What follows belongs to an exercise in optimizing a design on an open flow for small area, a short achievable clock period and few clock cycles; a production flow would make more cautious choices. At most, simulation tests tie the RTL to the original design; equivalence was not proved. For runs 1 and 4 to 9, only the layout was checked, not whether the RTL still works. No activity file was given, so power comes from the tool's default toggle rates.

===== design.v =====
module MF(
	clk,
	rst_n,
	invalid,
	image_in,
	outvalid,
	image_out
);
input				clk,rst_n,invalid;
input 		[7:0]	image_in;
output	reg 		outvalid;
output	reg [7:0]	image_out;
reg			act;
reg [3:0]	row;
reg [3:0]	col;
reg			hb, hv;		 
wire last = (row == 4'd11);
wire row1_next = act & ((row == 4'd0 & col == 4'd9) | (row == 4'd1 & col != 4'd9));
always @(posedge clk or negedge rst_n) begin
	if (!rst_n) begin
		act <= 1'b0; row <= 4'd0; col <= 4'd0;
	end else if (act & !last) begin
		col <= (col == 4'd9) ? 4'd0 : col + 4'd1;
		row <= (col == 4'd9) ? row + 4'd1 : row;
	end else if (invalid) begin
		act <= 1'b1; row <= 4'd0; col <= 4'd0;
	end else begin
		act <= 1'b0;
	end
end
always @(posedge clk or negedge rst_n) begin
	if (!rst_n) begin
		hb <= 1'b0; hv <= 1'b0; outvalid <= 1'b0;
	end else begin
		hb  <= (col <= 4'd1) | (row == 4'd1) | (row == 4'd10);
		hv  <= act & ((row >= 4'd2) | (row == 4'd1 & col != 4'd0));
		outvalid <= hv;
	end
end
reg [7:0]	in_r;
reg [7:0]	lb [1:20];
reg			ab, ac, bc;
integer i;
wire [7:0] a_d = invalid ? image_in : 8'd0;
wire [7:0] c_d = row1_next ? 8'd0 : lb[19];
always @(posedge clk) begin
	in_r <= a_d;
	lb[1] <= in_r;
	for (i = 2; i <= 19; i = i + 1) lb[i] <= lb[i-1];
	lb[20] <= c_d;
	ab <= invalid ? image_in >= lb[9] : lb[9] == 8'd0;
	ac <= row1_next | (invalid ? image_in >= lb[19] : lb[19] == 8'd0);
	bc <= row1_next | lb[9] >= lb[19];
end
wire [7:0] a = in_r, b = lb[10], c = lb[20];
wire [7:0] vmax = (ab & ac) ? a : (!ab & bc) ? b : c;
wire [7:0] vmin = (!ab & !ac) ? a : (ab & !bc) ? b : c;
reg [7:0] x0, x1, x2;	 
reg [7:0] n0, n1, n2;	 
reg       gx, gn;		 
reg       psx, hx, psn, hn;
wire       psx_d = gx | (col == 4'd1);	 
wire [7:0] px = psx_d ? x0 : x1;
wire       hx_d = (vmax > px) & (col != 4'd0);	 
wire       psn_d = gn;
wire [7:0] pn = psn_d ? n0 : n1;
wire       hn_d = (vmin < pn);
always @(posedge clk) begin
	x0 <= vmax; x1 <= x0; x2 <= x1;
	n0 <= vmin; n1 <= n0; n2 <= n1;
	gx <= vmax >= x0; gn <= vmin <= n0;
	psx <= psx_d; hx <= hx_d;
	psn <= psn_d; hn <= hn_d;
end
wire [7:0] mx = hx ? x0 : psx ? x1 : x2;
wire [7:0] mn = hb ? 8'd0 : hn ? n0 : psn ? n1 : n2;
wire [8:0] sum = {1'b0, mx} + {1'b0, mn};
always @(posedge clk) image_out <= sum[8:1];
endmodule

===== flow/run.sh =====
#!/bin/bash
set -euo pipefail
bash standard.sh SETUP_SLACK_MARGIN=7.2 finish > orfs_flow.log 2>&1

===== standard.sh =====
#!/bin/bash
# synth_recipe.tcl (not shown) runs the flow's synth.tcl, then flattens the netlist and writes it again
# the make line also repeats each setting of config.mk as NAME=value (left out here)
make -C /OpenROAD-flow-scripts/flow DESIGN_CONFIG=/design/flow/config.mk WORK_HOME=/design/flow/orfs CLKGATE_MAP_FILE= SYNTH_SCRIPT=/design/flow/synth_recipe.tcl "${@:-finish}"

===== config.mk =====
export PLATFORM = sky130hd
export DESIGN_NAME = MF
export DESIGN_NICKNAME = MF
export VERILOG_FILES = /design/flow/design.v
export SDC_FILE = /design/flow/constraint.sdc
export NUM_CORES = 4
export LEC_CHECK = 0
export CAP_MARGIN = 20
export CORE_MARGIN = 2
export CORE_UTILIZATION = 65
export CTS_BUF_LIST = sky130_fd_sc_hd__clkbuf_16
export CTS_CLUSTER_DIAMETER = 60
export CTS_CLUSTER_SIZE = 24
export SLEW_MARGIN = 20

===== constraint.sdc =====
create_clock -name core_clock -period 10.0 [get_ports {clk}]
set_input_delay 2.0000 -clock core_clock [delete_from_list [all_inputs] [get_ports {clk}]]
set_output_delay 2.0000 -clock core_clock [all_outputs]
set_load 0.01 [all_outputs]

==> impl_metrics.ini, run 1 <==
[setup_path]
cp_top_family = flip-flops
end_kind = output port
crit_path_start_kind = flop
reg2regPathDepth = 8
slowest_delay_ps = 360
crit_required_ps = 8000
r2r_end = gx
critPathKind = flop to output port
r2r-start = bc
cp_cell_sequence = buf_2
worstPathMaxFanout = 1
r2r_setup_slack_ps = 7420
slowest_stage = dfrtp_1
critPathBufInv = 1
cp.arrival_ps = 940

[worst_hold_path]
hold_path_end = lb[8][2]
hp-class = flop to flop
hp-start = lb[7][2]
hold_depth = 0

[power]
p_total_w = 0.00283
power_frac_comb_pct = 30.8
power_density_nw_per_um2 = 323
switching_share_pct = 33.3
clkPwrFrac_pct = 22.0
switching_power_w = 0.000942
internal_power_w = 0.00188
peakVddDrop_mv = 0.185
p_seq_share_pct = 47.2
leakagePower_nw = 3.91

[sta]
drv_slew = 0
worst_pin_slew_ps = 613
rsz0062_at_grt = yes
slew_headroom_pct = 59.0
skew_ps = 14.2
fin_crit_ps = 2940
finalSetupViolCount = 0
finalHoldViolations = 0
setup-tns-final_ps = 0
max_clock_freq_mhz = 340
post-route-period-util_pct = 29.4

[floorplanning]
ios = 20
coreArea_um2 = 11900
fp-row-count = 40
start_util_pct = 66.3
die-area_um2 = 13000
die_y_um = 114
die_w_um = 114

[detailed_routing]
viasPerCell = 5.46
routed.top_layer = met4
drc_errors = 0
wl_um = 13700
wire_per_inst_um = 16.4
wl_met2_um = 6340
vias = 4566
wl_met3_um = 426
drtIter0Drc = 270
dr.pass1.iters = 4
detail-route-antenna-nets = 0
wl_met1_um = 6560

[synthesis]
synth.ff_latch_count = 245
synthDistinctLibCells = 49
synth-edff-count = 0
seq_area_frac_synth_pct = 62.9
netlist.area_leader.share_pct = 59.1
yosysWarnings = 2
ys.flop_type = dfxtp_1
syn_inst = 658
synth_area_leaders = dfxtp_1 59%, ha_1 11%, mux2i_1 4.1%
syn-num-nets = 739
syn_avg_cell_area_um2 = 12.0
synth_area_um2 = 7900
ys_async_sr_fraction_pct = 4.90
yosys.area.top_type = dfxtp_1

[clocking]
insertion_delay_ps = 460
path_clk_slew_ps = 80
clockRootBuffer = clkbuf_16
cts_setup_buffers = 0
numCtsBuffers = 15
clockBufferDepth = 3
cts_tree = built
htree_levels = 1
cts.sinks = 245
cts_hold_buf = 0

[finish]
synthToLayoutAreaGrowth_pct = 10.7
final_core_util_pct = 73.4
drive_above_1_share_pct = 8.56
layout_common_cells = 229 x dfxtp_1, 64 x ha_1, 44 x inv_1
final_cell_area_um2 = 8740
layout_commonest_cell = dfxtp_1
antennaDiodeCount = 0
nets = 764

[grt]
grt-ovfl-total = 0
grt_pass1_wl_um = 22600
antenna_found_initial = 0
grt_pass1_vias = 4599
grt_start_max_net_pins = 26
grt_usage_pct = 21.7

[placed_design]
io_buffer_count = 19
gp_congestion = 0.878
hpwlAfterDp_um = 9860
placed_area_um2 = 8310

[job]
max-cap-violations = 0

[run_status]
status = timing/DRC/antenna clean
## worst max path at each step
stage | depth (start not counted) | slack (ps) | from | endpoint
final | 1 | 7060 | outvalid | outvalid
after global routing | 1 | 7020 | outvalid | outvalid
after CTS | 1 | 7040 | outvalid | outvalid
after detailed placement | 8 | 6170 | image_in[0] | ac
after global placement | 8 | 6230 | image_in[0] | ab
after floorplan | 7 | 7000 | image_in[0] | ac
## flip-flops by register name, summed over array words and instances, names as in the netlist, 4 cells and up
name / count
n0: 8
row: 4
x2: 8
image_out: 8
in_r: 8
col: 4
lb: 160
n2: 8
x0: 8
x1: 8
n1: 8
## synth_stat cells (3+ instances only)
master,count
dfxtp_1,233
ha_1,69
inv_1,42
nor2_1,38
mux2i_1,32
o21ai_0,29
a21oi_1,28
nand2_1,26
a211oi_1,19
nor2b_1,19
a21o_1,12
dfrtp_1,12
o22ai_1,11
nand4_1,10
and2_1,8
nand2b_1,8
clkbuf_1,7
nand3_1,5
nor3_1,4
mux2_2,3
xnor2_1,3
## power groups by stage
stage                     sequential, W  clock (W)  combinational (W)
after floorplan                 0.00128          0           0.000701
after global placement          0.00134          0           0.000836
after detailed placement        0.00135          0           0.000870
after CTS                       0.00133   0.000635           0.000862
after global routing            0.00136   0.000673           0.000993
final                           0.00133   0.000622           0.000869
## metrics by stage
step / instances / setup WS, ps / hold WS (ps)
after floorplan: 658 / 7000 / 310
after global placement: 813 / 6230 / 310
after detailed placement: 813 / 6170 / 312
after CTS: 836 / 7040 / 332
after global routing: 836 / 7020 / 334
final: 836 / 7060 / 330
## cell families (layout without fill, tap and decap cells)
logic type,after synthesis,count (layout),share of synthesized area [%]
xor gates and xnor gates,5,5,0.555
buffers and inverters,53,84,2.60
muxes,35,35,4.48
and+or+nand+nor,129,129,8.52
DFF,245,245,62.9
adders and majority gates,70,70,11.2
AOI/OAI and AO/OA,121,121,9.79
## final cells by class
cell class,instances,area [um2]
sequential,245,4970
fill,837,3170
multi-input combinational,360,2820
clock buffer,15,375
tap,147,184
inverter,42,174
timing repair buffer,19,130
clock inverter,8,91.3
## routing by layer
metal,global-route usage (%),up-vias
met1,29.8,2145
met4,7.48,0
met5,0,-
met2,35.4,71
li1,-,2317
met3,3.23,33
## repair_timing
| action | CTS | global route |
|---|---|---|
| gates resized for setup | 56 | 18 |
| setup endpoints to repair | 20 | 21 |
| pin swaps | 4 | 4 |
==> run 2, diff against run 1 <==
--- a/design.v
+++ b/design.v
@@ -31,11 +31,11 @@
 always @(posedge clk or negedge rst_n) begin
 	if (!rst_n) begin
-		hb <= 1'b0; hv <= 1'b0; outvalid <= 1'b0;
+		hb <= 1'b0; hv <= 1'b0;
 	end else begin
 		hb  <= (col <= 4'd1) | (row == 4'd1) | (row == 4'd10);
 		hv  <= act & ((row >= 4'd2) | (row == 4'd1 & col != 4'd0));
-		outvalid <= hv;
 	end
 end
+always @(posedge clk) outvalid <= hv;
 reg [7:0]	in_r;
 reg [7:0]	lb [1:20];
==> flow/run.sh (replaced) <==
#!/bin/bash
set -euo pipefail
bash standard.sh SETUP_SLACK_MARGIN=7.2 ADDER_MAP_FILE= finish > orfs_flow.log 2>&1
==> run 2 against run 1 <==
Still clean on timing, DRC and antenna. Non-clock buffer count is 1 higher. Sequential cell count unchanged. Area after synthesis down 2.9%. Largest cell class unchanged.
==> impl_metrics.ini, run 2 <==
[setup_path]
worstPathMaxFanout = 3
cp_top_family = adder cells
crit_path_start_kind = primary input
critPathBufInv = 2
crit_top_cell = maj3_2
cp.arrival_ps = 3780
end_kind = flop
critPathKind = primary input to flop
cp_cell_sequence = buf_8 > clkinv_8 > maj3_2 > maj3_2 > maj3_2 > maj3_2 > maj3_2 > o21ai_1
slowest_delay_ps = 310
slowest_stage = maj3_2
crit_required_ps = 10410

[sta]
worst_pin_slew_ps = 616
finalSetupViolCount = 0
setup-tns-final_ps = 0
fin_crit_ps = 3370
slew_headroom_pct = 58.7
skew_ps = 14.5
rsz0062_at_grt = yes
post-route-period-util_pct = 33.7
finalHoldViolations = 0
drv_slew = 0
whs_ps = 328
max_clock_freq_mhz = 296
setup_ws_ps = 6630

[synthesis]
synth_area_um2 = 7670
synth.most_common_cell = dfxtp_1
seq_area_frac_synth_pct = 64.7
synth_area_leaders = dfxtp_1 61%, mux2i_1 4.7%, dfrtp_1 3.6%
synth_common_cells = 234 x dfxtp_1, 37 x nand2_1, 36 x mux2i_1, 36 x nor2_1, 35 x inv_1
yosysWarnings = 2
yosys.area.top_type = dfxtp_1
synthDistinctLibCells = 67
syn-num-nets = 651
ys.flop_type = dfxtp_1
synth.ff_latch_count = 245
syn_inst = 640
netlist.area_leader.share_pct = 61.1
synth-edff-count = 0
syn_avg_cell_area_um2 = 12.0
ys_async_sr_fraction_pct = 4.49

[floorplanning]
start_util_pct = 66.9
die_y_um = 113
ios = 20
die_w_um = 113
die-area_um2 = 12700
coreArea_um2 = 11500
fp-row-count = 39

[finish]
largest_reg_flops = 160
drive_above_1_share_pct = 12.5
instances_no_fill = 808
nets = 671
layout_common_cells = 228 x dfxtp_1, 36 x nand2_1, 36 x nor2_1, 36 x mux2i_1, 35 x inv_1
layout_commonest_cell = dfxtp_1
final_core_util_pct = 73.2
top_register = lb
synthToLayoutAreaGrowth_pct = 9.47
antennaDiodeCount = 0

[clocking]
cts_hold_buf = 0
path_clk_slew_ps = 90
insertion_delay_ps = 470
clockRootBuffer = clkbuf_16
numCtsBuffers = 15
cts.sinks = 245
htree_levels = 1
clockBufferDepth = 3
cts_tree = built

[detailed_routing]
viasPerCell = 5.41
dr.pass1.iters = 4
vias = 4369
detail-route-antenna-nets = 0
drtIter0Drc = 301
wire_per_inst_um = 15.7
drc_errors = 0
wl_um = 12700

[power]
peakVddDrop_mv = 0.226
power_density_nw_per_um2 = 275
leakagePower_nw = 3.47

[worst_hold_path]
hp-class = flop to flop

[grt]
antenna_found_initial = 0
grt-ovfl-total = 0
grt_start_max_net_pins = 26
grt_pass1_vias = 4320
grt_usage_pct = 20.4
grt_pass1_wl_um = 21200

[placed_design]
hpwlAfterDp_um = 8870
place_ws_ps = 5640
gp_congestion = 0.843
io_buffer_count = 19
place_inst = 785

[run_status]
status = timing/DRC/antenna clean

[job]
max-cap-violations = 0
-- run 2: cell types whose count changed in the layout (fill, tap and decap cells not counted), moves of 11 or more --
cell      previous run  this run
a21o_1              12         1
xnor2_1              3        24
ha_1                64         0
a21oi_1             25        14
maj3_1               0        13
o21ai_0             28        16
a211oi_1            19         4
maj3_2               0        19
-- run 2: final timing paths --
path | slack, ps | startpoint | cells after the start | endpoint
min | 330 | lb[8][0] | 0 | lb[9][0]
min reg2reg | 330 | lb[8][0] | 0 | lb[9][0]
min in group asynchronous | 1860 | rst_n | 1 | col[2]
max reg2reg | 7190 | ac | 8 | gx
max in group asynchronous | 7810 | rst_n | 1 | row[2]
max | 6630 | image_in[1] | 8 | ab
-- run 2: report_power, final --
group	switching [W]	internal, W	total, W	leakage (nW)
clock network	0.000311	0.000284	0.000594	0.223
registers	0.000105	0.00109	0.00120	2.08
logic	0.000254	0.000263	0.000517	1.17
-- run 2: layout make-up --
type                    instances  area, um2
inverters                      38        155
clock buffers                  15        375
clock inverters                 7       70.1
well taps                     143        179
fillers                       812       3080
multi-input cells             340       2470
repair buffers                 20        171
flip-flops and latches        245       4970
-- run 2: per-stage QoR --
stage,total power (W),instance area (um2)
after floorplan,0.00162,7690
after global placement,0.00172,7950
after detailed placement,0.00174,7950
after CTS,0.00232,8360
after global routing,0.00243,8390
final,0.00231,8390
-- run 2: layer usage --
layer | GRT usage [%] | up-vias | part of all wire (%)
met2 | 33.8 | 95 | 46
li1 | - | 2205 | -
met4 | 5.93 | 0 | 2.5
met3 | 2.75 | 24 | 3.8
met1 | 28.4 | 2045 | 48
met5 | 0 | - | 0
-- run 2: timing repair --
action | in CTS | in global routing
resized for setup | 56 | 9
pin swaps | 6 | 9
endpoints found under the setup margin | 24 | 17
setup buffers | 0 | 1
-- run 2: cell families after synthesis --
logic type / Yosys count / synth area share [%]
AO/OA/AOI/OAI: 87 / 8.14
XOR/XNOR: 31 / 3.54
adder cells (fa/ha/maj): 33 / 4.59
buffers and inverters: 55 / 3.28
AND/OR/NAND/NOR: 143 / 9.24
multiplexers: 46 / 6.51
flip-flops: 245 / 64.7
Testbench counts of run 2, summed over its fixed seeds: cycles 14,464.
==> run 3, diff against run 2 <==
==> flow/run.sh (replaced) <==
#!/bin/bash
set -euo pipefail
bash standard.sh SETUP_SLACK_MARGIN=7.2 finish > orfs_flow.log 2>&1
==> run 3 against run 2 <==
Non-clock buffer count increased by 4. Cell area is 4.6% higher. Sequential power grew 11%. Sequential cell count is the same. Combinational power grew 74%. Area after synthesis is 3.1% higher. Core utilization rose by 0.18 points. Clock power up 3.7%. Highest routed layer unchanged. Setup slack improved by 490 ps.
==> impl_metrics.ini, run 3 <==
[run_status]
status = timing/DRC/antenna clean

[power]
p_total_w = 0.00285
power_density_nw_per_um2 = 325
leakagePower_nw = 3.91
peakVddDrop_mv = 0.170

[setup_path]
critPathKind = flop to output port
crit_path_start_kind = flop
cp_cell_sequence = buf_2
crit_required_ps = 8000
worstPathMaxFanout = 1
reg2regPathDepth = 9
slowest_stage = dfxtp_1
r2r-start = psn
r2r_end = image_out[5]
slowest_delay_ps = 310
end_kind = output port
cp.arrival_ps = 880
cp_num_cells = 1
r2r_setup_slack_ps = 7310
cp_top_family = flip-flops
critPathBufInv = 1

[synthesis]
seq_area_frac_synth_pct = 62.8
ys.flop_type = dfxtp_1
yosys.area.top_type = dfxtp_1
synth_common_cells = 234 x dfxtp_1, 69 x ha_1, 43 x inv_1
synth_area_um2 = 7900
ys_async_sr_fraction_pct = 4.49
synth_area_leaders = dfxtp_1 59%, ha_1 11%, mux2i_1 3.9%
syn_avg_cell_area_um2 = 12.1
synth-edff-count = 0
synthDistinctLibCells = 52
syn-num-nets = 735
netlist.area_leader.share_pct = 59.3
synth.most_common_cell = dfxtp_1
syn_inst = 654
synth.ff_latch_count = 245
yosysWarnings = 2

[detailed_routing]
dr.pass1.iters = 4
wl_um = 13400
detail-route-antenna-nets = 0
vias = 4490
drtIter0Drc = 259
viasPerCell = 5.38
wire_per_inst_um = 16.1
drc_errors = 0

[grt]
grt_usage_pct = 21.4
grt_pass1_vias = 4576
grt_pass1_wl_um = 22300
grt-ovfl-total = 0
grt_start_max_net_pins = 26
antenna_found_initial = 0

[clocking]
cts.sinks = 245
clockRootBuffer = clkbuf_16
path_clk_slew_ps = 90
cts_tree = built
htree_levels = 1
numCtsBuffers = 15
clockBufferDepth = 3
insertion_delay_ps = 460
cts_hold_buf = 0

[sta]
setup_ws_ps = 7120
max_clock_freq_mhz = 347
slew_headroom_pct = 59.7
post-route-period-util_pct = 28.8
fin_crit_ps = 2880
drv_slew = 0
finalHoldViolations = 0
skew_ps = 14.3
worst_pin_slew_ps = 600
rsz0062_at_grt = yes
setup-tns-final_ps = 0
finalSetupViolCount = 0

[finish]
largest_reg_flops = 160
nets = 764
synthToLayoutAreaGrowth_pct = 11.0
final_core_util_pct = 73.4
layout_commonest_cell = dfxtp_1
antennaDiodeCount = 0
top_register = lb
layout_common_cells = 228 x dfxtp_1, 64 x ha_1, 43 x inv_1
instances_no_fill = 834
drive_above_1_share_pct = 9.75
fillers = 825

[worst_hold_path]
hold_depth = 0
hp-start = lb[3][1]
hold_path_end = lb[4][1]
hp-class = flop to flop

[placed_design]
io_buffer_count = 19
hpwlAfterDp_um = 9640
gp_congestion = 0.901
place_inst = 808
place_ws_ps = 6180

[floorplanning]
coreArea_um2 = 12000
die_y_um = 114
die-area_um2 = 13100
start_util_pct = 66.1
die_w_um = 114
ios = 20
fp-row-count = 40

[job]
max-cap-violations = 0
==> run 3: layer usage <==
metal | track usage (%) | share of wire (%)
met5 | 0 | 0
met1 | 29.4 | 49
met4 | 6.50 | 2.8
met2 | 35.7 | 46
met3 | 2.65 | 2.9
==> run 3: what timing repair did <==
item                                    CTS  global route
endpoints found under the setup margin   22            16
setup buffers                             0             5
pin swaps                                 5             2
resized for setup                        60            13
cloned                                    0             0
endpoints found under the hold margin     0             0
==> run 3: cell type report <==
cell class                      count  area [um2]  share of cell area [%]
Clock inverter                      6        83.8                   0.955
Clock buffer                       15         375                    4.28
Timing Repair Buffer               24         171                    1.95
Multi-Input combinational cell    354        2820                    32.1
Inverter                           43         178                    2.02
Sequential cell                   245        4970                    56.6
Tap cell                          147         184                    2.10
==> run 3: worst max-delay path by stage <==
| stage | start | endpoint |
|---|---|---|
| 3_5_place_dp | image_in[0] | ab |
| 2_1_floorplan | image_in[5] | ab |
| 4_1_cts | image_out[6] | image_out[6] |
| 5_1_grt | image_out[1] | image_out[1] |
| 6_report | image_out[6] | image_out[6] |
| 3_3_place_gp | image_in[0] | ab |
==> run 3: worst register-to-register path: stages, from the launching register on <==
cell      delay [ps]
dfxtp_2          480
mux2i_1          210
o21ai_0          180
and3_1           270
fa_1             410
a21o_1           190
a21oi_1          230
nor2b_1          110
o311ai_1         290
a21boi_0         240
==> run 3: report_power, final <==
| group | leakage, nW | total [W] | internal [W] | switching (W) |
|---|---|---|---|---|
| clock network | 0.227 | 0.000616 | 0.000307 | 0.000310 |
| registers | 2.09 | 0.00133 | 0.00117 | 0.000166 |
| logic | 1.59 | 0.000901 | 0.000429 | 0.000473 |
==> run 3: kinds of logic after synthesis <==
| logic type | Yosys count | share of synthesized area [%] |
|---|---|---|
| xor+xnor | 7 | 0.776 |
| fa+ha+maj | 70 | 11.2 |
| simple gates | 124 | 8.38 |
| buf+inv | 55 | 2.71 |
| compound gates | 117 | 9.53 |
| flops | 245 | 62.8 |
| mux | 36 | 4.67 |
==> run 3: stage by stage <==
stage               instance area [um2]  hold WS, ps
floorplan                          7970          310
global placement                   8290          310
detailed placement                 8290          312
CTS                                8710          332
global route                       8770          334
finish                             8770          328
==> run 4, diff against run 3 <==
--- a/design.v
+++ b/design.v
@@ -56,8 +56,9 @@
 wire [7:0] vmax = (ab & ac) ? a : (!ab & bc) ? b : c;
 wire [7:0] vmin = (!ab & !ac) ? a : (ab & !bc) ? b : c;
-reg [7:0] x0, x1, x2;	 
-reg [7:0] n0, n1, n2;	 
-reg       gx, gn;		 
-reg       psx, hx, psn, hn;
+reg [7:0] x0, x1;	 
+reg [7:0] n0, n1;	 
+reg [7:0] xp, np;	 
+reg       gx, gn;	 
+reg       hx, hn;	 
 wire       psx_d = gx | (col == 4'd1);	 
 wire [7:0] px = psx_d ? x0 : x1;
@@ -67,12 +68,11 @@
 wire       hn_d = (vmin < pn);
 always @(posedge clk) begin
-	x0 <= vmax; x1 <= x0; x2 <= x1;
-	n0 <= vmin; n1 <= n0; n2 <= n1;
+	x0 <= vmax; x1 <= x0; xp <= px;
+	n0 <= vmin; n1 <= n0; np <= pn;
 	gx <= vmax >= x0; gn <= vmin <= n0;
-	psx <= psx_d; hx <= hx_d;
-	psn <= psn_d; hn <= hn_d;
+	hx <= hx_d; hn <= hn_d;
 end
-wire [7:0] mx = hx ? x0 : psx ? x1 : x2;
-wire [7:0] mn = hb ? 8'd0 : hn ? n0 : psn ? n1 : n2;
+wire [7:0] mx = hx ? x0 : xp;
+wire [7:0] mn = hb ? 8'd0 : hn ? n0 : np;
 wire [8:0] sum = {1'b0, mx} + {1'b0, mn};
 always @(posedge clk) image_out <= sum[8:1];
--- a/config.mk
+++ b/config.mk
@@ -10,5 +10,5 @@
 export CORE_UTILIZATION = 65
 export CTS_BUF_LIST = sky130_fd_sc_hd__clkbuf_16
-export CTS_CLUSTER_DIAMETER = 60
-export CTS_CLUSTER_SIZE = 24
+export CTS_CLUSTER_DIAMETER = 80
+export CTS_CLUSTER_SIZE = 40
 export SLEW_MARGIN = 20
==> run 4 against run 3 <==
Still clean. Global-route usage fell by 0.77 points. Non-clock buffer count decreased by 5. Clock skew rose by 6.3 ps. Maximum frequency fell by 0.72%. Critical path type unchanged. Critical endpoint is now image_out[1]. Largest power group unchanged.
==> impl_metrics.ini, run 4 <==
[power]
leakagePower_nw = 3.90
switching_power_w = 0.000806
p_seq_share_pct = 50.7
internal_power_w = 0.00172
peakVddDrop_mv = 0.228
clkPwrFrac_pct = 22.1
power_density_nw_per_um2 = 294
power_frac_comb_pct = 27.2
switching_share_pct = 31.9

[synthesis]
syn-num-nets = 731
ys.flop_type = dfxtp_1
synth.ff_latch_count = 243
syn_inst = 650
synth_area_leaders = dfxtp_1 59%, ha_1 11%, mux2i_1 5.3%
synthDistinctLibCells = 45
seq_area_frac_synth_pct = 62.3
synth-edff-count = 0
synth_area_um2 = 7890
syn_avg_cell_area_um2 = 12.1
yosysWarnings = 2
synth_common_cells = 232 x dfxtp_1, 69 x ha_1, 54 x inv_1
synth.most_common_cell = dfxtp_1
netlist.area_leader.share_pct = 58.8
yosys.area.top_type = dfxtp_1
ys_async_sr_fraction_pct = 4.53

[detailed_routing]
viasPerCell = 5.34
wire_per_inst_um = 15.5
wl_um = 12700
dr.pass1.iters = 6
vias = 4378
drtIter0Drc = 307
detail-route-antenna-nets = 0
drc_errors = 0

[grt]
grt_usage_pct = 20.6
grt-busiest-layer = met2
antenna_found_initial = 0
grt-ovfl-total = 0
grt_pass1_vias = 4352
use_met2_pct = 34.4
grt_start_max_net_pins = 41
met3_usage_pct = 2.65
use_met1_pct = 28.7
grt_pass1_wl_um = 21300

[floorplanning]
start_util_pct = 66.3
coreArea_um2 = 11900
die_y_um = 114
fp-row-count = 40
ios = 20
die-area_um2 = 13000
die_w_um = 114

[finish]
largest_reg_flops = 160
synthToLayoutAreaGrowth_pct = 8.78
multi_input_area_um2 = 2770
layout_commonest_cell = dfxtp_1
fillers = 842
layout_common_cells = 230 x dfxtp_1, 63 x ha_1, 53 x inv_1
drive_above_1_share_pct = 8.32
final_cell_area_um2 = 8590
antennaDiodeCount = 0
nets = 750
top_register = lb
final_core_util_pct = 72.1
regArea_um2 = 4920

[setup_path]
worstPathMaxFanout = 1
slowest_delay_ps = 320
crit_required_ps = 8000
crit_path_start_kind = flop
cp_cell_sequence = buf_2
critPathKind = flop to output port
cp_top_family = flip-flops
critPathBufInv = 1
slowest_stage = dfxtp_1
cp.arrival_ps = 900
end_kind = output port

[clocking]
cts.sinks = 243
path_clk_slew_ps = 120
cts_hold_buf = 0
cts_tree = built
clockRootBuffer = clkbuf_16
clockBufferDepth = 3
insertion_delay_ps = 480
htree_levels = 1
numCtsBuffers = 11

[sta]
fin_crit_ps = 2900
skew_ps = 20.7
finalHoldViolations = 0
rsz0062_at_grt = yes
max_clock_freq_mhz = 344
setup-tns-final_ps = 0
post-route-period-util_pct = 29.0
drv_slew = 0
worst_pin_slew_ps = 1040
slew_headroom_pct = 29.9
finalSetupViolCount = 0

[job]
max-cap-violations = 0

[placed_design]
io_buffer_count = 19
placed_area_um2 = 8270
hpwlAfterDp_um = 9280
gp_congestion = 0.808

[worst_hold_path]
hp-class = flop to flop

[run_status]
status = timing/DRC/antenna clean
run 4: cell count changes after synthesis, sizes merged, moves of 4 or more:
cell	previous run	this run
nand3	5	9
a21oi	29	37
o22ai	12	2
nor2	34	22
o21ai	26	20
mux2i	32	42
mux2	4	10
inv	43	54
run 4: cell families (layout without fill, tap and decap cells):
| kind of cell | after synthesis | after routing | share of synthesized area (%) |
|---|---|---|---|
| DFF | 243 | 243 | 62.3 |
| adders and majority gates | 70 | 70 | 11.2 |
| buffers and inverters | 67 | 90 | 3.60 |
| xor gates and xnor gates | 8 | 8 | 0.888 |
| AOI/OAI and AO/OA | 101 | 101 | 7.94 |
| muxes | 52 | 52 | 6.75 |
| and+or+nand+nor | 109 | 109 | 7.31 |
run 4: repair_timing:
item | CTS | global route
endpoints found under the hold margin | 0 | 0
setup buffers | 0 | 0
resized for setup | 50 | 8
gates cloned | 0 | 0
setup endpoints to repair | 20 | 12
run 4: power by group through the flow:
stage | clock, W | combinational [W] | sequential, W
4_1_cts | 0.000572 | 0.000693 | 0.00128
6_report | 0.000558 | 0.000685 | 0.00128
3_5_place_dp | 0 | 0.000702 | 0.00130
2_1_floorplan | 0 | 0.000592 | 0.00123
3_3_place_gp | 0 | 0.000678 | 0.00129
5_1_grt | 0.000603 | 0.000798 | 0.00130
run 4: final timing paths:
kind | start | to | slack (ps) | depth (start not counted)
worst max register to register | col[0] | hx | 7400 | 9
min in group asynchronous | rst_n | row[2] | 1850 | 1
worst max-delay path | image_out[1] | image_out[1] | 7100 | 1
worst min-delay path | lb[11][0] | lb[12][0] | 320 | 0
worst min register to register | lb[11][0] | lb[12][0] | 320 | 0
max in group asynchronous | rst_n | hb | 7820 | 1
run 4: layer usage:
metal | vias to the layer above | part of all wire (%)
met3 | 18 | 3.0
li1 | 2236 | -
met5 | - | 0
met4 | 0 | 2.2
met2 | 55 | 47
met1 | 2069 | 48
run 4: worst reg2reg max path: cells and delay by family, from the launching register on:
family	cells	cell delay, ps
compound gates	5	1060
fa+ha+maj	2	550
flops	1	460
mux	1	320
simple gates	1	130
run 4: layout make-up:
class,count,area share [%]
multi-input cells,340,32.3
clock inverters,6,1.28
flip-flops and latches,243,57.3
well taps,147,2.14
clock buffers,11,3.21
inverters,54,2.39
repair buffers,19,1.40
run 4: stage by stage:
stage	hold slack (ps)	total power, W	cells	setup WS, ps
after global routing	331	0.00271	820	7060
after floorplan	310	0.00182	650	7090
final	322	0.00252	820	7100
after CTS	329	0.00255	820	7080
after global placement	310	0.00197	803	6300
after detailed placement	312	0.00200	803	6220
==> run 5, diff against run 4 <==
--- a/config.mk
+++ b/config.mk
@@ -11,4 +11,4 @@
 export CTS_BUF_LIST = sky130_fd_sc_hd__clkbuf_16
 export CTS_CLUSTER_DIAMETER = 80
-export CTS_CLUSTER_SIZE = 40
+export CTS_CLUSTER_SIZE = 30
 export SLEW_MARGIN = 20
==> run 5 against run 4 <==
Still clean. Setup slack improved by 6.8 ps. Combinational power barely moved. Clock power fell by 5.2%. Sequential cell count did not move. Global-route usage rose by 0.15 points. Die area did not move. Wire length rose by 0.17%. Register-to-register slack got worse by 110 ps. Hold slack got worse by 3.3 ps. Largest cell class unchanged. Highest routed layer unchanged.
==> impl_metrics.ini, run 5 <==
[run_status]
status = timing/DRC/antenna clean

[detailed_routing]
detail-route-antenna-nets = 0
wire_per_inst_um = 15.5
viasPerCell = 5.34
wl_um = 12700
drtIter0Drc = 292
drc_errors = 0
dr.pass1.iters = 4
vias = 4370

[finish]
regArea_um2 = 4920
multi_input_area_um2 = 2770
largest_reg_flops = 160
top_register = lb
drive_above_1_share_pct = 8.18
nets = 751
instances_no_fill = 819
synthToLayoutAreaGrowth_pct = 8.37
layout_common_cells = 231 x dfxtp_1, 63 x ha_1, 54 x inv_1
antennaDiodeCount = 0
fillers = 856
layout_commonest_cell = dfxtp_1

[synthesis]
syn_avg_cell_area_um2 = 12.1
synth_top_family_by_area = adder cells
synth_compound_area_share_pct = 7.94
synth.most_common_cell = dfxtp_1
syn_inst = 650
synthMuxAreaShare_pct = 6.75
ys_async_sr_fraction_pct = 4.53
synthDistinctLibCells = 45
ys.flop_type = dfxtp_1
synth-edff-count = 0
yosys.area.top_type = dfxtp_1
synth_common_cells = 232 x dfxtp_1, 69 x ha_1, 54 x inv_1
syn-num-nets = 731
netlist.area_leader.share_pct = 58.8
yosys.area_share.simple_pct = 7.31
synthAdderAreaFrac_pct = 11.2
seq_area_frac_synth_pct = 62.3
synth_area_leaders = dfxtp_1 59%, ha_1 11%, mux2i_1 5.3%
synth.ff_latch_count = 243
synth_xor_area_share_pct = 0.888
synth_area_um2 = 7890
yosysWarnings = 2

[setup_path]
r2r-start = ac
slowest_delay_ps = 320
crit_required_ps = 8000
critPathBufInv = 1
slowest_stage = dfxtp_1
cp.arrival_ps = 900
cp_cell_sequence = buf_2
crit_path_start_kind = flop
cp_top_family = flip-flops
crit_start = image_out[1]
end_kind = output port
worstPathMaxFanout = 1
critPathKind = flop to output port

[sta]
max_clock_freq_mhz = 345
post-route-period-util_pct = 29.0
slew_headroom_pct = 30.2
fin_crit_ps = 2900
skew_ps = 25.0
whs_ps = 319
setup-tns-final_ps = 0
rsz0062_at_grt = yes
drv_slew = 0
worst_pin_slew_ps = 1040
finalHoldViolations = 0
finalSetupViolCount = 0

[clocking]
cts_tree = built
insertion_delay_ps = 470
numCtsBuffers = 12
cts_hold_buf = 0
htree_levels = 1
clockRootBuffer = clkbuf_16
clockBufferDepth = 3
path_clk_slew_ps = 100
cts.sinks = 243

[placed_design]
hpwlAfterDp_um = 9280
io_buffer_count = 19
place_inst = 803
gp_congestion = 0.808

[grt]
grt_usage_pct = 20.8
grt_start_max_net_pins = 32
grt_pass1_vias = 4396
antenna_found_initial = 0
grt-ovfl-total = 0
grt_pass1_wl_um = 21500

[worst_hold_path]
hp-start = lb[2][1]
hp-class = flop to flop

[power]
power_density_nw_per_um2 = 291
leakagePower_nw = 3.89
peakVddDrop_mv = 0.180
p_total_w = 0.00249

[floorplanning]
ios = 20
die_y_um = 114
fp-row-count = 40
start_util_pct = 66.3
die-area_um2 = 13000
coreArea_um2 = 11900
die_w_um = 114

[job]
max-cap-violations = 0
## run 5: cell count changes in the layout (fill, tap and decap cells not counted), sizes merged
cell         previous run  this run
clkbuf                 14        18
dlygate4sd2             4         2
inv                    58        56
bufinv                  1         0
clkinv                  0         1
clkinvlp                1         0
## run 5: logic make-up (layout without fill, tap and decap cells)
| family | Yosys count | in the layout |
|---|---|---|
| buf+inv | 67 | 89 |
| fa+ha+maj | 70 | 70 |
| simple gates | 109 | 109 |
| xor+xnor | 8 | 8 |
| flops | 243 | 243 |
| compound gates | 101 | 101 |
| mux | 52 | 52 |
## run 5: worst paths after layout
check	endpoint	slack (ps)	cells past startpoint
min in group asynchronous	col[0]	1850	1
worst max-delay path	image_out[1]	7100	1
max in group asynchronous	hb	7820	1
worst max register to register	gx	7290	10
worst min register to register	lb[3][1]	320	0
worst min-delay path	lb[3][1]	320	0
## run 5: repair_timing
item | in CTS | in global routing
gates resized for setup | 51 | 10
pin swaps | 0 | 0
endpoints found under the setup margin | 20 | 13
setup buffers | 0 | 0
## run 5: per-layer routing
layer	GRT usage, %	wire length, um
met3	2.54	350
met5	0	0
met1	29.0	6270
met4	5.28	248
met2	34.7	5850
## run 5: area by class of cell
class	instances	share of cell area [%]
multi-input cells	340	32.4
clock buffers	13	3.80
flip-flops and latches	243	57.5
inverters	54	2.40
clock inverters	3	0.424
repair buffers	19	1.32
well taps	147	2.15
## run 5: per-stage QoR
step	setup WS, ps	area [um2]	util [%]
after global placement	6300	8270	69.4
after floorplan	7090	7980	-
after CTS	7090	8570	72.0
after global routing	7060	8550	71.8
final	7100	8550	71.8
after detailed placement	6220	8270	69.4
## run 5: power breakdown
part | leakage [nW] | internal (W) | switching [W]
clock network | 0.180 | 0.000242 | 0.000287
logic | 1.64 | 0.000331 | 0.000354
registers | 2.07 | 0.00114 | 0.000141
total | 3.89 | 0.00171 | 0.000783
==> run 6, diff against run 5 <==
--- a/config.mk
+++ b/config.mk
@@ -8,5 +8,5 @@
 export CAP_MARGIN = 20
 export CORE_MARGIN = 2
-export CORE_UTILIZATION = 65
+export CORE_UTILIZATION = 75
 export CTS_BUF_LIST = sky130_fd_sc_hd__clkbuf_16
 export CTS_CLUSTER_DIAMETER = 80
==> run 6 against run 5 <==
Hold slack better by 2.3 ps. Wire length is 18% higher. First-iteration DRC count down 9.9%. Register-to-register slack better by 150 ps. Combinational power is 6.6% higher. Clock skew increased by 5.6 ps. Power grew 2.5%. Clock power is 2% higher.
==> impl_metrics.ini, run 6 <==
[sta]
drv_slew = 0
setup-tns-final_ps = 0
finalHoldViolations = 0
max_clock_freq_mhz = 343
finalSetupViolCount = 0
whs_ps = 321
post-route-period-util_pct = 29.1
worst_pin_slew_ps = 1120
skew_ps = 30.5
slew_headroom_pct = 24.4
fin_crit_ps = 2910
rsz0062_at_grt = yes

[detailed_routing]
wl_um = 15000
wire_per_inst_um = 18.6
drc_errors = 0
dr.pass1.iters = 4
viasPerCell = 5.65
drtIter0Drc = 263
vias = 4568
detail-route-antenna-nets = 0

[finish]
nets = 751
antennaDiodeCount = 0
final_core_util_pct = 84.0
synthToLayoutAreaGrowth_pct = 9.42
instances_no_fill = 809
largest_reg_flops = 160
layout_commonest_cell = dfxtp_1
layout_common_cells = 229 x dfxtp_1, 61 x ha_1, 55 x inv_1
drive_above_1_share_pct = 10.3
fillers = 538
top_register = lb

[setup_path]
crit_required_ps = 8000
r2r_setup_slack_ps = 7440
slowest_stage = dfxtp_2
end_kind = output port
cp_top_family = flip-flops
reg2regPathDepth = 8
critPathKind = flop to output port
cp_num_cells = 1
crit_path_start_kind = flop
worstPathMaxFanout = 1
critPathBufInv = 1
crit_start = image_out[0]
r2r_end = gx
cp_cell_sequence = buf_6
cp.arrival_ps = 910
r2r-start = ab
crit_path_end = image_out[0]
slowest_delay_ps = 330

[clocking]
htree_levels = 1
clockRootBuffer = clkbuf_16
cts_tree = built
path_clk_slew_ps = 100
cts.sinks = 243
cts_setup_buffers = 0
clockBufferDepth = 3
cts_hold_buf = 0
numCtsBuffers = 12
insertion_delay_ps = 480

[synthesis]
syn_avg_cell_area_um2 = 12.1
syn-num-nets = 731
yosys.area.top_type = dfxtp_1
synth.ff_latch_count = 243
seq_area_frac_synth_pct = 62.3
synth_area_leaders = dfxtp_1 59%, ha_1 11%, mux2i_1 5.3%
ys_async_sr_fraction_pct = 4.53
synth_area_um2 = 7890
syn_inst = 650
synthDistinctLibCells = 45
ys.flop_type = dfxtp_1
synth-edff-count = 0
synth.most_common_cell = dfxtp_1
yosysWarnings = 2
synth_common_cells = 232 x dfxtp_1, 69 x ha_1, 54 x inv_1
netlist.area_leader.share_pct = 58.8

[power]
power_density_nw_per_um2 = 296
leakagePower_nw = 3.92
peakVddDrop_mv = 0.264
p_total_w = 0.00256

[placed_design]
gp_congestion = 0.825
io_buffer_count = 19
place_inst = 792
hpwlAfterDp_um = 9960

[grt]
antenna_found_initial = 0
grt_start_max_net_pins = 32
grt-ovfl-total = 0
grt_pass1_vias = 4755
grt_pass1_wl_um = 23500
grt_usage_pct = 26.7

[floorplanning]
ios = 20
die-area_um2 = 11400
start_util_pct = 76.8
die_w_um = 107
fp-row-count = 37
coreArea_um2 = 10300
die_y_um = 107

[worst_hold_path]
hp-class = flop to flop
hp-start = lb[1][5]

[job]
max-cap-violations = 0

[run_status]
status = timing/DRC/antenna clean
==> run 6: final cells by class <==
cell class | count | area, um2 | area share (%)
sequential | 243 | 4920 | 57.0
multi-input combinational | 340 | 2840 | 32.8
clock buffer | 13 | 325 | 3.77
inverter | 54 | 205 | 2.38
tap | 136 | 170 | 1.97
timing repair buffer | 19 | 134 | 1.55
clock inverter | 4 | 42.5 | 0.493
==> run 6: worst reg2reg max path, stage by stage, from the launching register on <==
cell and delay, ps:
dfxtp_1 1010, o21a_1 300, inv_1 80, ha_1 260, nand2b_1 140, a211oi_1 270
o31ai_1 110, a21oi_1 180, o21ai_0 110
==> run 6: metrics by stage <==
stage | worst slack (ps) | cell area (um2)
global placement | 6290 | 8260
global route | 7050 | 8640
CTS | 7080 | 8590
detailed placement | 6160 | 8260
finish | 7090 | 8640
floorplan | 7090 | 7980
==> run 6: cells by family (layout without fill, tap and decap cells) <==
| family | Yosys count | after routing | share of synthesized area (%) |
|---|---|---|---|
| flops | 243 | 243 | 62.3 |
| mux | 52 | 52 | 6.75 |
| simple gates | 109 | 109 | 7.31 |
| fa+ha+maj | 70 | 70 | 11.2 |
| compound gates | 101 | 101 | 7.94 |
| buf+inv | 67 | 90 | 3.60 |
| xor+xnor | 8 | 8 | 0.888 |
==> run 6: metal layers <==
metal / up-vias / share of wire, % / GRT usage [%]
met5: - / 0 / 0
met4: 0 / 3.3 / 9.93
met3: 46 / 3.9 / 3.53
met2: 104 / 49 / 46.5
met1: 2172 / 44 / 34.1
li1: 2246 / - / -
==> run 6: worst min-delay path by stage <==
stage / to / slack (ps) / depth (start not counted)
floorplan: lb[12][0] / 310 / 0
global placement: lb[4][2] / 310 / 0
detailed placement: lb[2][4] / 310 / 0
CTS: lb[2][5] / 330 / 0
global route: lb[2][5] / 320 / 0
finish: lb[2][5] / 320 / 0
==> run 6: repair_timing <==
action                     CTS  global route
setup endpoints to repair   20            14
resized for setup           58            23
pin swaps                    0             5
==> run 6: power breakdown <==
part	internal [W]	switching [W]	leakage, nW
Clock	0.000242	0.000296	0.186
Combinational	0.000343	0.000388	1.66
Sequential	0.00114	0.000149	2.07
Total	0.00172	0.000833	3.92
==> run 7, diff against run 6 <==
--- a/config.mk
+++ b/config.mk
@@ -8,5 +8,5 @@
 export CAP_MARGIN = 20
 export CORE_MARGIN = 2
-export CORE_UTILIZATION = 75
+export CORE_UTILIZATION = 85
 export CTS_BUF_LIST = sky130_fd_sc_hd__clkbuf_16
 export CTS_CLUSTER_DIAMETER = 80
==> run 7 against run 6 <==
Still clean on timing, DRC and antenna. Area after synthesis stayed put. Global-route usage up 20 points. Register-to-register slack lost 250 ps. Setup slack worse by 33 ps. Via count is 26% higher. Clock-buffer cell count unchanged. Critical path type unchanged.
==> impl_metrics.ini, run 7 <==
[clocking]
numCtsBuffers = 12
clockRootBuffer = clkbuf_16
cts_hold_buf = 0
cts.sinks = 243
cts_tree = built
insertion_delay_ps = 500
cts_setup_buffers = 0
htree_levels = 1
clockBufferDepth = 3
path_clk_slew_ps = 120

[synthesis]
yosysWarnings = 2
netlist.area_leader.share_pct = 58.8
synth.ff_latch_count = 243
synth_common_cells = 232 x dfxtp_1, 69 x ha_1, 54 x inv_1
synthMuxAreaShare_pct = 6.75
ys.flop_type = dfxtp_1
synth_top_family_by_area = adder cells
synth_compound_area_share_pct = 7.94
syn_avg_cell_area_um2 = 12.1
synth_area_um2 = 7890
synthAdderAreaFrac_pct = 11.2
syn_inst = 650
syn-num-nets = 731
ys_async_sr_fraction_pct = 4.53
yosys.area_share.simple_pct = 7.31
synth_xor_area_share_pct = 0.888
synth-edff-count = 0
synthDistinctLibCells = 45
seq_area_frac_synth_pct = 62.3
yosys.area.top_type = dfxtp_1
synth.most_common_cell = dfxtp_1
synth_area_leaders = dfxtp_1 59%, ha_1 11%, mux2i_1 5.3%

[setup_path]
cp.arrival_ps = 950
cp_num_cells = 1
slowest_delay_ps = 340
reg2regPathDepth = 8
worstPathMaxFanout = 1
r2r-start = hx
crit_path_start_kind = flop
critPathKind = flop to output port
crit_required_ps = 8000
end_kind = output port
critPathBufInv = 1
slowest_stage = dfxtp_2
cp_top_family = flip-flops
crit_start = outvalid
cp_cell_sequence = buf_6

[detailed_routing]
vias = 5759
detail-route-antenna-nets = 0
wl_um = 25200
drtIter0Drc = 570
dr.pass1.iters = 6
wire_per_inst_um = 32.2
drc_errors = 0
viasPerCell = 7.35

[grt]
grt_start_max_net_pins = 32
grt_usage_pct = 46.4
use_met2_pct = 78.6
grt-busiest-layer = met2
use_met1_pct = 49.9
grt_pass1_wl_um = 34200
grt_pass1_vias = 5864
grt-ovfl-total = 0
antenna_found_initial = 3
met3_usage_pct = 10.4

[power]
leakagePower_nw = 3.92
power_density_nw_per_um2 = 328
peakVddDrop_mv = 0.235

[floorplanning]
ios = 20
die_y_um = 100
die_w_um = 100
coreArea_um2 = 9110
die-area_um2 = 10100
start_util_pct = 86.7
fp-row-count = 35

[sta]
finalHoldViolations = 0
slew_headroom_pct = 43.3
post-route-period-util_pct = 29.5
whs_ps = 320
fin_crit_ps = 2950
rsz0062_at_grt = yes
max_clock_freq_mhz = 339
skew_ps = 41.0
finalSetupViolCount = 0
worst_pin_slew_ps = 827
setup-tns-final_ps = 0
drv_slew = 0

[finish]
drive_above_1_share_pct = 11.8
top_register = lb
final_core_util_pct = 95.1
largest_reg_flops = 160
fillers = 212
layout_commonest_cell = dfxtp_1
layout_common_cells = 225 x dfxtp_1, 60 x ha_1, 55 x inv_1
nets = 751
synthToLayoutAreaGrowth_pct = 9.73
multi_input_area_um2 = 2890
regArea_um2 = 4930

[job]
max-cap-violations = 0

[worst_hold_path]
hp-class = flop to flop
hp-start = lb[7][4]
hold_depth = 0

[run_status]
status = timing/DRC/antenna clean

[placed_design]
io_buffer_count = 19
gp_congestion = 0.855
hpwlAfterDp_um = 12400
-- run 7: cell counts after synthesis --
Identical to the previous run, type by type.
-- run 7: path summary, 6_finish.rpt --
kind                                endpoint  slack [ps]
worst max-delay path                outvalid        7050
worst min-delay path                lb[8][4]         320
worst max register to register  image_out[7]        7190
worst min register to register      lb[8][4]         320
max in group asynchronous             row[2]        7750
min in group asynchronous             col[0]        1860
-- run 7: cells by family (layout without fill, tap and decap cells) --
family / after synthesis / count (layout)
adders and majority gates: 70 / 70
AOI/OAI and AO/OA: 101 / 101
xor gates and xnor gates: 8 / 8
muxes: 52 / 52
buffers and inverters: 67 / 89
other: 0 / 1
DFF: 243 / 243
and+or+nand+nor: 109 / 109
-- run 7: per-stage QoR --
step,cells,total power (W),setup WS (ps),cell area (um2)
after floorplan,650,0.00182,7090,7980
final,784,0.00284,7050,8660
after detailed placement,767,0.00206,6140,8220
after global routing,783,0.00290,7030,8660
after global placement,767,0.00195,6310,8220
after CTS,783,0.00266,7070,8580
-- run 7: power by group --
| part | switching [W] | internal, W | leakage [nW] | total, W |
|---|---|---|---|---|
| Combinational | 0.000563 | 0.000371 | 1.67 | 0.000934 |
| Clock | 0.000323 | 0.000242 | 0.182 | 0.000565 |
| Sequential | 0.000202 | 0.00114 | 2.07 | 0.00135 |
| Total | 0.00109 | 0.00176 | 3.92 | 0.00284 |
-- run 7: cell type report --
| class | count | share of cell area, % |
|---|---|---|
| Multi-Input combinational cell | 340 | 33.3 |
| Antenna cell | 1 | 0.0289 |
| Tap cell | 111 | 1.60 |
| Clock buffer | 13 | 3.76 |
| Sequential cell | 243 | 57.0 |
| Clock inverter | 3 | 0.433 |
| Inverter | 54 | 2.37 |
| Timing Repair Buffer | 19 | 1.53 |
-- run 7: repair_timing --
action,CTS,global route
pin swaps,6,7
gates resized for setup,75,26
hold endpoints to repair,0,0
setup endpoints to repair,23,14
-- run 7: metal layers --
| layer | wire length [um] | part of all wire [%] |
|---|---|---|
| met5 | 0 | 0 |
| met4 | 2790 | 11 |
| met3 | 2860 | 11 |
| met2 | 11400 | 45 |
| met1 | 8160 | 32 |
==> run 8, diff against run 7 <==
--- a/design.v
+++ b/design.v
@@ -38,4 +38,34 @@
 end
 always @(posedge clk) outvalid <= hv;
+function [1:0] cmp8;
+	input [7:0] a, b;
+	reg [7:0] g, l;
+	reg [3:0] g1, l1;
+	reg [1:0] g2, l2;
+	integer k;
+	begin
+		g = a & ~b;
+		l = ~a & b;
+		for (k = 0; k < 4; k = k + 1) begin
+			g1[k] = g[2*k+1] | (~l[2*k+1] & g[2*k]);
+			l1[k] = l[2*k+1] | (~g[2*k+1] & l[2*k]);
+		end
+		for (k = 0; k < 2; k = k + 1) begin
+			g2[k] = g1[2*k+1] | (~l1[2*k+1] & g1[2*k]);
+			l2[k] = l1[2*k+1] | (~g1[2*k+1] & l1[2*k]);
+		end
+		cmp8 = {g2[1] | (~l2[1] & g2[0]), l2[1] | (~g2[1] & l2[0])};
+	end
+endfunction
+function ge8;	 
+	input [7:0] a, b;
+	reg [1:0] r;
+	begin r = cmp8(a, b); ge8 = ~r[0]; end
+endfunction
+function gt8;	 
+	input [7:0] a, b;
+	reg [1:0] r;
+	begin r = cmp8(a, b); gt8 = r[1]; end
+endfunction
 reg [7:0]	in_r;
 reg [7:0]	lb [1:20];
@@ -51,5 +81,5 @@
 	ab <= invalid ? image_in >= lb[9] : lb[9] == 8'd0;
 	ac <= row1_next | (invalid ? image_in >= lb[19] : lb[19] == 8'd0);
-	bc <= row1_next | lb[9] >= lb[19];
+	bc <= row1_next | ge8(lb[9], lb[19]);
 end
 wire [7:0] a = in_r, b = lb[10], c = lb[20];
@@ -63,12 +93,12 @@
 wire       psx_d = gx | (col == 4'd1);	 
 wire [7:0] px = psx_d ? x0 : x1;
-wire       hx_d = (vmax > px) & (col != 4'd0);	 
+wire       hx_d = gt8(vmax, px) & (col != 4'd0);	 
 wire       psn_d = gn;
 wire [7:0] pn = psn_d ? n0 : n1;
-wire       hn_d = (vmin < pn);
+wire       hn_d = gt8(pn, vmin);
 always @(posedge clk) begin
 	x0 <= vmax; x1 <= x0; xp <= px;
 	n0 <= vmin; n1 <= n0; np <= pn;
-	gx <= vmax >= x0; gn <= vmin <= n0;
+	gx <= ge8(vmax, x0); gn <= ge8(n0, vmin);
 	hx <= hx_d; hn <= hn_d;
 end
--- a/config.mk
+++ b/config.mk
@@ -8,5 +8,5 @@
 export CAP_MARGIN = 20
 export CORE_MARGIN = 2
-export CORE_UTILIZATION = 85
+export CORE_UTILIZATION = 65
 export CTS_BUF_LIST = sky130_fd_sc_hd__clkbuf_16
 export CTS_CLUSTER_DIAMETER = 80
==> run 8 against run 7 <==
Still clean. Hold slack lost 1.5 ps. Clock-buffer cell count is the same. Synthesized cell count is 4.3% lower. First-iteration DRC count is 55% lower. Non-clock buffer count is the same. Clock skew fell by 15 ps. Setup slack lost 310 ps. Cell area shrank 4.8%. Combinational power decreased by 36%. Maximum frequency is 9.5% lower. Critical path depth up 11.
==> impl_metrics.ini, run 8 <==
[run_status]
status = timing/DRC/antenna clean

[synthesis]
synthDistinctLibCells = 52
synth_common_cells = 232 x dfxtp_1, 48 x inv_1, 37 x nor2_1
synth_area_leaders = dfxtp_1 62%, ha_1 5.0%, mux2i_1 4.7%
ys.flop_type = dfxtp_1
ys_async_sr_fraction_pct = 4.53
synth.ff_latch_count = 243
syn-num-nets = 664
yosysWarnings = 2
netlist.area_leader.share_pct = 61.7
yosys.area.top_type = dfxtp_1
synth.most_common_cell = dfxtp_1
synth-edff-count = 0
seq_area_frac_synth_pct = 65.3
synth_area_um2 = 7530
syn_inst = 622
syn_avg_cell_area_um2 = 12.1

[grt]
grt-ovfl-total = 0
grt_start_max_net_pins = 32
antenna_found_initial = 0
grt_pass1_wl_um = 20200
grt_usage_pct = 20.0
grt_pass1_vias = 4235

[detailed_routing]
detail-route-antenna-nets = 0
viasPerCell = 5.35
wl_um = 12200
drtIter0Drc = 256
vias = 4218
dr.pass1.iters = 5
wire_per_inst_um = 15.4
drc_errors = 0

[clocking]
htree_levels = 1
numCtsBuffers = 12
cts_setup_buffers = 0
clockBufferDepth = 3
cts.sinks = 243
cts_hold_buf = 0
path_clk_slew_ps = 110
insertion_delay_ps = 470
cts_tree = built
clockRootBuffer = clkbuf_16

[sta]
finalHoldViolations = 0
slew_headroom_pct = 32.3
drv_slew = 0
worst_pin_slew_ps = 1010
post-route-period-util_pct = 32.5
rsz0062_at_grt = yes
setup-tns-final_ps = 0
whs_ps = 318
skew_ps = 26.3
max_clock_freq_mhz = 307
fin_crit_ps = 3250
finalSetupViolCount = 0

[placed_design]
hpwlAfterDp_um = 8450
place_inst = 771
gp_congestion = 0.809
io_buffer_count = 19

[finish]
top_register = lb
layout_common_cells = 228 x dfxtp_1, 49 x inv_1, 37 x nor2_1
instances_no_fill = 788
final_core_util_pct = 72.5
synthToLayoutAreaGrowth_pct = 9.47
fillers = 840
layout_commonest_cell = dfxtp_1
drive_above_1_share_pct = 11.0
antennaDiodeCount = 0
largest_reg_flops = 160
nets = 684

[worst_hold_path]
hp-class = flop to flop
hold_depth = 0
hold_path_end = lb[6][3]
hp-start = lb[5][3]

[setup_path]
r2r-start = ab
critPathKind = primary input to flop
worstPathMaxFanout = 3
cp_cell_sequence = buf_8 > inv_12 > ha_4 > nand2b_4 > a21o_1 > a21o_1 > a21o_1 > a21o_1 > a21o_1 > a21o_1 > a21oi_2 > o21ai_1
r2r_end = hn
end_kind = flop
crit_path_start_kind = primary input
crit_required_ps = 10350
reg2regPathDepth = 8
crit_top_cell = a21o_1
r2r_setup_slack_ps = 7050
slowest_delay_ps = 180
slowest_stage = ha_4
cp.arrival_ps = 3610

[floorplanning]
die_w_um = 112
start_util_pct = 66.2
die_y_um = 112
ios = 20
die-area_um2 = 12500
fp-row-count = 39
coreArea_um2 = 11400

[power]
leakagePower_nw = 3.64
peakVddDrop_mv = 0.188
power_density_nw_per_um2 = 291

[job]
max-cap-violations = 0
run 8: cell count changes after synthesis, sizes merged, moves of 6 or more:
| cell | change |
|---|---|
| maj3 | +11 |
| a21oi | -12 |
| a211oi | -9 |
| nor2 | +15 |
| mux2 | +16 |
| ha | -39 |
| nor2b | -9 |
| inv | -6 |
| mux2i | -7 |
| o21ai | +7 |
run 8: cell type report:
class	instances	area [um2]	share of cell area, %
Clock buffer	13	325	3.95
Clock inverter	4	40.0	0.486
Inverter	48	193	2.34
Multi-Input combinational cell	318	2430	29.4
Sequential cell	243	4920	59.7
Tap cell	143	179	2.17
Timing Repair Buffer	19	154	1.87
run 8: worst max path at each step:
stage | from | slack (ps) | endpoint | cells after the start
6_report | image_in[0] | 6750 | ab | 12
5_1_grt | image_in[0] | 6730 | ab | 12
4_1_cts | image_in[0] | 6770 | ab | 12
3_5_place_dp | image_in[0] | 5770 | ab | 12
3_3_place_gp | image_in[0] | 5790 | ab | 12
2_1_floorplan | image_in[0] | 6530 | ab | 11
run 8: logic make-up (layout without fill, tap and decap cells):
group / Yosys count / in the layout / synth area share [%]
buf+inv: 61 / 84 / 3.26
flops: 243 / 243 / 65.3
compound gates: 102 / 102 / 8.61
xor+xnor: 6 / 6 / 0.698
simple gates: 107 / 107 / 6.75
fa+ha+maj: 42 / 42 / 6.76
mux: 61 / 61 / 8.59
run 8: repair_timing:
item / in CTS / in global routing
cloned: 0 / 0
hold endpoints to repair: 0 / 0
endpoints found under the setup margin: 23 / 16
resized for setup: 53 / 6
pin swaps: 4 / 1
run 8: critical path, delay by kind of cell:
family	cells	cell delay, ps
adder cells (fa/ha/maj)	1	180
buffers and inverters	2	150
AO/OA/AOI/OAI	8	1150
AND/OR/NAND/NOR	1	130
run 8: through the flow:
| stage | area [um2] | total power, W | setup slack, ps |
|---|---|---|---|
| after floorplan | 7560 | 0.00173 | 6530 |
| after global routing | 8240 | 0.00255 | 6730 |
| after CTS | 8220 | 0.00241 | 6770 |
| after detailed placement | 7870 | 0.00189 | 5770 |
| final | 8240 | 0.00240 | 6750 |
| after global placement | 7870 | 0.00187 | 5790 |
run 8: where the power goes:
group / internal (W) / leakage, nW / switching (W) / total [W]
Clock: 0.000242 / 0.185 / 0.000288 / 0.000530
Sequential: 0.00113 / 2.07 / 0.000135 / 0.00127
Combinational: 0.000303 / 1.38 / 0.000295 / 0.000598
Total: 0.00168 / 3.64 / 0.000717 / 0.00240
run 8: metal layers:
metal  routed length (um)  global-route usage [%]  up-vias
met3                  401                    3.21       31
li1                     -                       -     2140
met1                 5890                    27.2     1982
met5                    0                       0        -
met4                  383                    7.33        0
met2                 5490                    32.6       65
==> run 9, diff against run 8 <==
--- a/design.v
+++ b/design.v
@@ -79,6 +79,6 @@
 	for (i = 2; i <= 19; i = i + 1) lb[i] <= lb[i-1];
 	lb[20] <= c_d;
-	ab <= invalid ? image_in >= lb[9] : lb[9] == 8'd0;
-	ac <= row1_next | (invalid ? image_in >= lb[19] : lb[19] == 8'd0);
+	ab <= invalid ? ge8(image_in, lb[9]) : lb[9] == 8'd0;
+	ac <= row1_next | (invalid ? ge8(image_in, lb[19]) : lb[19] == 8'd0);
 	bc <= row1_next | ge8(lb[9], lb[19]);
 end
==> run 9 against run 8 <==
Clock power about the same. Synthesized cell count decreased by 0.64%. Wire length increased by 0.82%. First-iteration DRC count decreased by 4.7%. Die area decreased by 0.30%. Clock skew increased by 4.7 ps. Largest cell class unchanged. Highest routed layer unchanged.
==> impl_metrics.ini, run 9 <==
[run_status]
status = timing/DRC/antenna clean

[setup_path]
crit_required_ps = 10380
reg2regPathDepth = 7
crit_path_start_kind = primary input
end_kind = flop
slowest_stage = maj3_2
r2r_end = gx
crit_path_end = ab
worstPathMaxFanout = 2
r2r_setup_slack_ps = 6820
cp.arrival_ps = 3890
crit_top_cell = maj3_2
r2r-start = ab
cp_cell_sequence = buf_6 > nand2b_4 > maj3_2 > maj3_2 > maj3_2 > maj3_2 > maj3_2 > a41o_1
slowest_delay_ps = 300
crit_start = image_in[0]
critPathKind = primary input to flop

[finish]
layout_commonest_cell = dfxtp_1
largest_reg_flops = 160
antennaDiodeCount = 0
nets = 666
drive_above_1_share_pct = 12.0
instances_no_fill = 786
fillers = 802
synthToLayoutAreaGrowth_pct = 9.25
top_register = lb
layout_common_cells = 227 x dfxtp_1, 51 x inv_1, 48 x mux2i_1

[sta]
post-route-period-util_pct = 35.1
finalHoldViolations = 0
skew_ps = 31.0
drv_slew = 0
max_clock_freq_mhz = 285
rsz0062_at_grt = yes
finalSetupViolCount = 0
setup-tns-final_ps = 0
worst_pin_slew_ps = 1060
slew_headroom_pct = 29.6
fin_crit_ps = 3510
setup_ws_ps = 6490

[floorplanning]
die_y_um = 111
die_w_um = 111
coreArea_um2 = 11300
die-area_um2 = 12400
ios = 20
fp-row-count = 39
start_util_pct = 66.3

[synthesis]
yosysWarnings = 2
yosys.area.top_type = dfxtp_1
ys_async_sr_fraction_pct = 4.53
synth.ff_latch_count = 243
seq_area_frac_synth_pct = 65.5
synth-edff-count = 0
netlist.area_leader.share_pct = 61.9
synth_area_um2 = 7510
synth_common_cells = 232 x dfxtp_1, 50 x inv_1, 48 x mux2i_1
synth.most_common_cell = dfxtp_1
synthDistinctLibCells = 54
ys.flop_type = dfxtp_1
syn-num-nets = 644
synth_area_leaders = dfxtp_1 62%, mux2i_1 6.4%, dfrtp_1 3.7%
syn_inst = 618
syn_avg_cell_area_um2 = 12.1

[grt]
grt-ovfl-total = 0
grt_pass1_wl_um = 20500
antenna_found_initial = 0
grt_usage_pct = 20.3
grt_start_max_net_pins = 32
grt_pass1_vias = 4071

[placed_design]
io_buffer_count = 19
place_ws_ps = 5540
place_inst = 768
hpwlAfterDp_um = 8650
gp_congestion = 0.802

[detailed_routing]
detail-route-antenna-nets = 0
wire_per_inst_um = 15.6
dr.pass1.iters = 4
wl_um = 12300
viasPerCell = 5.33
drc_errors = 0
drtIter0Drc = 244
vias = 4190

[clocking]
cts_hold_buf = 0
path_clk_slew_ps = 110
clockBufferDepth = 3
htree_levels = 1
insertion_delay_ps = 470
clockRootBuffer = clkbuf_16
cts.sinks = 243
numCtsBuffers = 12
cts_tree = built

[power]
power_density_nw_per_um2 = 295
peakVddDrop_mv = 0.249
leakagePower_nw = 3.56

[worst_hold_path]
hp-class = flop to flop
hold_depth = 0

[job]
max-cap-violations = 0
==> run 9: cell types whose count changed in the layout (fill, tap and decap cells not counted), moves of 6 or more <==
| cell | before | now |
|---|---|---|
| a21o_1 | 13 | 0 |
| a21oi_1 | 21 | 14 |
| ha_1 | 28 | 14 |
| maj3_2 | 3 | 10 |
| mux2i_1 | 35 | 48 |
| nor2_1 | 37 | 31 |
| o21ai_0 | 19 | 28 |
| o21ai_1 | 7 | 0 |
==> run 9: worst min path at each step <==
stage,from,endpoint,slack (ps)
finish,lb[17][2],lb[18][2],310
global route,lb[17][2],lb[18][2],330
floorplan,lb[11][0],lb[12][0],310
CTS,lb[17][2],lb[18][2],310
detailed placement,lb[14][1],lb[15][1],310
global placement,lb[2][3],lb[3][3],310
==> run 9: critical path, delay by kind of cell <==
family / cells / cell delay, ps
AO/OA/AOI/OAI: 1 / 200
adder cells (fa/ha/maj): 5 / 1470
buffers and inverters: 1 / 90
AND/OR/NAND/NOR: 1 / 120
==> run 9: per-layer routing <==
layer  vias to the layer above  routed length [um]  global-route usage [%]
li1                       2124                   -                       -
met4                         0                 365                    6.67
met2                        46                5510                    32.4
met5                         -                   0                       0
met1                      1997                6060                    29.2
met3                        23                 332                    2.67
==> run 9: final cells by class <==
| class | count | area [um2] | share of cell area [%] |
|---|---|---|---|
| clock buffer | 13 | 325 | 3.97 |
| clock inverter | 4 | 40.0 | 0.488 |
| inverter | 50 | 188 | 2.29 |
| multi-input combinational | 313 | 2390 | 29.1 |
| sequential | 243 | 4930 | 60.1 |
| tap | 143 | 179 | 2.18 |
| timing repair buffer | 20 | 156 | 1.91 |
==> run 9: repair_timing <==
action | in CTS | in global routing
setup buffers | 1 | 0
gates resized for setup | 54 | 3
hold endpoints to repair | 0 | 0
pin swaps | 8 | 1
setup endpoints to repair | 23 | 18
==> run 9: logic make-up (layout without fill, tap and decap cells) <==
| kind of cell | count (synthesis) | count (layout) | synth area share [%] |
|---|---|---|---|
| flops | 243 | 243 | 65.5 |
| mux | 71 | 71 | 9.85 |
| xor+xnor | 4 | 4 | 0.467 |
| fa+ha+maj | 35 | 35 | 5.38 |
| simple gates | 117 | 117 | 7.88 |
| buf+inv | 62 | 87 | 3.35 |
| compound gates | 86 | 86 | 7.52 |
==> run 9: per-stage QoR <==
step / area, um2 / power, W / hold WS (ps) / util, %
after CTS: 8190 / 0.00243 / 311 / 72.3
after global placement: 7840 / 0.00189 / 310 / 69.2
final: 8200 / 0.00242 / 306 / 72.4
after detailed placement: 7840 / 0.00192 / 312 / 69.2
after floorplan: 7520 / 0.00174 / 310 / -
after global routing: 8200 / 0.00257 / 330 / 72.4
==> run 9: report_power, final <==
group | internal, W | switching, W | total [W]
combinational | 0.000300 | 0.000300 | 0.000601
clock | 0.000242 | 0.000290 | 0.000533
sequential | 0.00114 | 0.000150 | 0.00129

==> separate check: timing with driven ports <==
How much do the figures lean on ideal ports? The routed layouts below were timed once more, with nothing changed but the port constraints. Step 1 assumes that a clkbuf_16 drives the clock port and a buf_2 every other input. Step 2 moves the port delays by t, midway between the first and last clock arrival at a register: inputs arrive t later, outputs are due t later. That takes back most of the time a late clock gives input paths. Three values: ideal ports, drivers, drivers and shift; two values: the first two.
run | shift t [ns] | slack for setup (ns) | hold WS [ns] | worst data-port slew with drivers (ns) | pins driven straight from the clock port
run 1 | 0.497 | 7.056 / 7.015 / 6.736 | 0.330 / 0.330 / 0.330 | 0.04 | 1
run 2 | 0.502 | 6.627 / 6.617 / 6.115 | 0.328 / 0.328 / 0.328 | 0.05 | 1
run 3 | 0.495 | 7.117 / 7.078 / 6.767 | 0.328 / 0.328 / 0.328 | 0.03 | 1
run 4 | 0.506 | 7.096 / 7.056 / 6.753 | 0.322 / 0.322 / 0.322 | 0.03 | 1
run 5 | 0.500 | 7.103 / 7.064 / 6.799 | 0.319 / 0.319 / 0.319 | 0.03 | 1
run 6 | 0.506 | 7.088 / 7.044 / 6.694 | 0.321 / 0.321 / 0.321 | 0.04 | 1
run 7 | 0.520 | 7.054 / 7.015 / 6.572 | 0.320 / 0.320 / 0.320 | 0.07 | 1
run 8 | 0.499 | 6.747 / 6.748 / 6.249 | 0.318 / 0.318 / 0.318 | 0.05 | 1
run 9 | 0.499 | 6.486 / 6.497 / 5.997 | 0.306 / 0.306 / 0.306 | 0.04 | 1
After both steps every run listed still meets setup and hold. For run 2, which loses most, drivers alone change the setup slack by -0.010 ns; drivers and shift together by -0.512 ns.
